This design comes from an exercise in tuning for small area on the open sky130 flow, not from production work. Only simulation tests tie the RTL to the original design; equivalence was not proved. Power is estimated from default activity; no workload was simulated.

run 1:
// fir_filter
module fir_filter (
    input clk,     
    input rst,     
    input signed  [16-1 : 0] input_sig,
    input ready,
    output signed [16-1 : 0] filtred_sig
);
reg [128*16-1 : 0] ring;
reg [6:0] cnt;         
reg [6:0] kidx;        
reg [7:0] ph;          
reg pending;
reg signed [16-1 : 0] stage;
reg [12:0] ncoef;      
reg [27:0] acc;
reg c7, c14, c21;
reg [16-1 : 0] res;
reg res_l, res_c14, res_c21;
wire accept = !rst && ready && (cnt == 7'd127);
reg use_stage;         
wire [16-1 : 0] head = use_stage ? stage : ring[16-1 : 0];
wire clr = (ph == 8'd1);
wire [27:0] acc_sel = clr ? 28'd0 : acc;
wire csel7 = !clr && c7;
wire csel14 = !clr && c14;
wire csel21 = !clr && c21;
wire [6:0] kidx_n = rst ? 7'd1 : kidx + 7'd1 + {6'd0, accept};
wire pending_n = rst ? 1'b0 : accept ? 1'b1 : use_stage ? 1'b0 : pending;
wire [7:0] ph_n = rst ? 8'd129 : accept ? 8'd1 : (ph == 8'd129) ? ph : ph + 8'd1;
wire active_n = (ph_n != 8'd0) && (ph_n <= 8'd128);
wire [12:0] coef = ~ncoef;
wire [5:0] fidx_n = kidx_n[6] ? ~kidx_n[5:0] : kidx_n[5:0];
reg signed [12:0] fc;
always @(*) begin
    case (fidx_n)
    6'd0: fc = 13'sd1;
  ...
Size: ~3200 cells after synthesis, about 2200 flip-flops, ~35 I/O pins.
export LEC_CHECK = 0
export ABC_AREA = 1
export CAP_MARGIN = 20
export CORE_MARGIN = 2
export CORE_UTILIZATION = 40
export GPL_TIMING_DRIVEN = 0
export SLEW_MARGIN = 20
export SYNTH_HIERARCHICAL = 1
export SYNTH_MINIMUM_KEEP_SIZE = 0
create_clock -name core_clock -period 8.0 [get_ports {clk}]
standard.sh (not shown) runs the stock make flow with config.mk's settings and CLKGATE_MAP_FILE= SYNTH_SCRIPT=/design/flow/synth_recipe.tcl, a recipe that flattens the netlist after the stock synthesis.
==> flow/flow/run.sh <==
#!/bin/bash
set -e
cd "$(dirname "$0")/.."
cp standard.sh standard_sh_copy.txt
export CTS_ARGS="$(cat flow/cts_args.txt)"
export BUFFER_PORTS_ARGS="$(cat flow/buffer_ports_args.txt)"
{ echo "CTS_ARGS=$CTS_ARGS"; echo "BUFFER_PORTS_ARGS=$BUFFER_PORTS_ARGS"; } > flow_settings.log
bash standard.sh > standard.log 2>&1
==> flow/flow/buffer_ports_args.txt <==
-buffer_cell sky130_fd_sc_hd__buf_1
==> flow/flow/cts_args.txt <==
-sink_clustering_enable -repair_clock_nets -sink_buffer_max_cap_derate 1.0 -dont_use_dummy_load -buf_list sky130_fd_sc_hd__clkbuf_4 -sink_clustering_size 12 -sink_clustering_max_diameter 40
Run 1: full flow OK, the timing, DRC and antenna checks passed
Setup changes, run 1 to run 2
Settings: CORE_UTILIZATION changed from 40 to 55.
--- a/flow/flow/run.sh
+++ b/flow/flow/run.sh
@@ -7,2 +7,4 @@
 { echo "CTS_ARGS=$CTS_ARGS"; echo "BUFFER_PORTS_ARGS=$BUFFER_PORTS_ARGS"; } > flow_settings.log
+export REMOVE_ABC_BUFFERS=1
+echo "REMOVE_ABC_BUFFERS=1" >> flow_settings.log
 bash standard.sh > standard.log 2>&1
==> flow/flow/cts_args.txt <==
-sink_clustering_enable -repair_clock_nets -sink_buffer_max_cap_derate 1.0 -dont_use_dummy_load -buf_list sky130_fd_sc_hd__clkbuf_4 -sink_clustering_size 11 -sink_clustering_max_diameter 40
==> comparison <==
Run 2 has completed all stages; timing, DRC and antenna checks passed. From run 1 to run 2 the numbers moved as follows: filler-free cell count of the finished design -about 9%; global placer's final weighted congestion went down by 0.058; cell total after placement lost 456; minimum setup slack in the final design now sits higher.
> inputs changed (run 2 -> run 3)
Settings: changing CORE_UTILIZATION from 55 to 40.
==> flow/flow/cts_args.txt <==
-sink_clustering_enable -repair_clock_nets -sink_buffer_max_cap_derate 1.0 -dont_use_dummy_load -buf_list sky130_fd_sc_hd__clkbuf_4 -sink_clustering_size 12 -sink_clustering_max_diameter 40
==> run notes <==
- Run 3 closes out successfully: all stages finished, all timing, DRC and antenna checks passed.
- Taking run 2 as the reference, in run 3 via count lower; total power shrank by 0.092 mW; number of buffers and inverters on the critical path picked up an extra 1.
- Setup slack of the critical path after layout, run 2 and run 3: smaller value in run 2
- Comparing run 2 with run 3, the standby leakage power came out essentially unchanged.
- On post-route fraction of the period consumed by the critical path, the higher figure sits with run 2, not run 3.
What run 4 does differently from run 3 at the input level:
Settings: CORE_UTILIZATION: 40 -> 55; CAP_MARGIN: 20 -> 5; SLEW_MARGIN: 20 -> 5.
==> flow/flow/cts_args.txt <==
-sink_clustering_enable -repair_clock_nets -sink_buffer_max_cap_derate 1.0 -dont_use_dummy_load -buf_list sky130_fd_sc_hd__clkbuf_4 -sink_clustering_size 11 -sink_clustering_max_diameter 40
==> run notes <==
Run 4 finished end to end and its layout was clean on timing, DRC and antenna.
Run 3 -> run 4: well-tap cell count decreased by more than 10%
For the first-pass GRT wire length, run 4 came in about 8% higher than run 3 did.
Detailed-router iteration count before antenna repair ended up 2 higher on run 4 than on run 3.
Routed wire in run 4 totals more than in run 3.
Diff run 4..run 3 | number of sequential cells in the layout | unchanged
Between run 3 and run 4, the flow reports met1 wire length increasing slightly.
Run 4 ended up with a lower non-clock buffer count than run 3 did.
Changes observed in run 4 relative to run 3: tightest slew margin relative to the limit now sits lower, instance area at placement now sits lower, register-to-register setup slack now sits lower, worst setup slack now sits lower.

==> re-timing with driven ports <==
In the flow no input, the clock included, has a driving cell. The finished layouts below were timed again as built, in two steps.
Step 1 assumes that a clkbuf_16 drives the clock port and a buf_2 every other input.
Step 2 adds t to the input delays and takes it off the output delays; t is the mean of the earliest and latest rising clock arrival at the registers after step 1. Input paths then give back, and output paths get back, about the clock's delay inside the block.
Three values: ideal ports, drivers, drivers and shift; two values: the first two.
run	t, ns	setup WS [ns]	hold WS [ns]	latest minus earliest clock arrival (ns)
run 1	1.175	0.285 / 0.285 / 0.285	0.255 / 0.255 / 0.255	0.131 / 0.131
run 2	1.083	0.326 / 0.326 / 0.326	0.249 / 0.249 / 0.249	0.144 / 0.143
run 3	1.118	0.471 / 0.471 / 0.471	0.237 / 0.237 / 0.237	0.148 / 0.148
run 4	1.092	0.423 / 0.423 / 0.423	0.235 / 0.235 / 0.235	0.141 / 0.140
After both steps setup and hold are still met in every run listed.
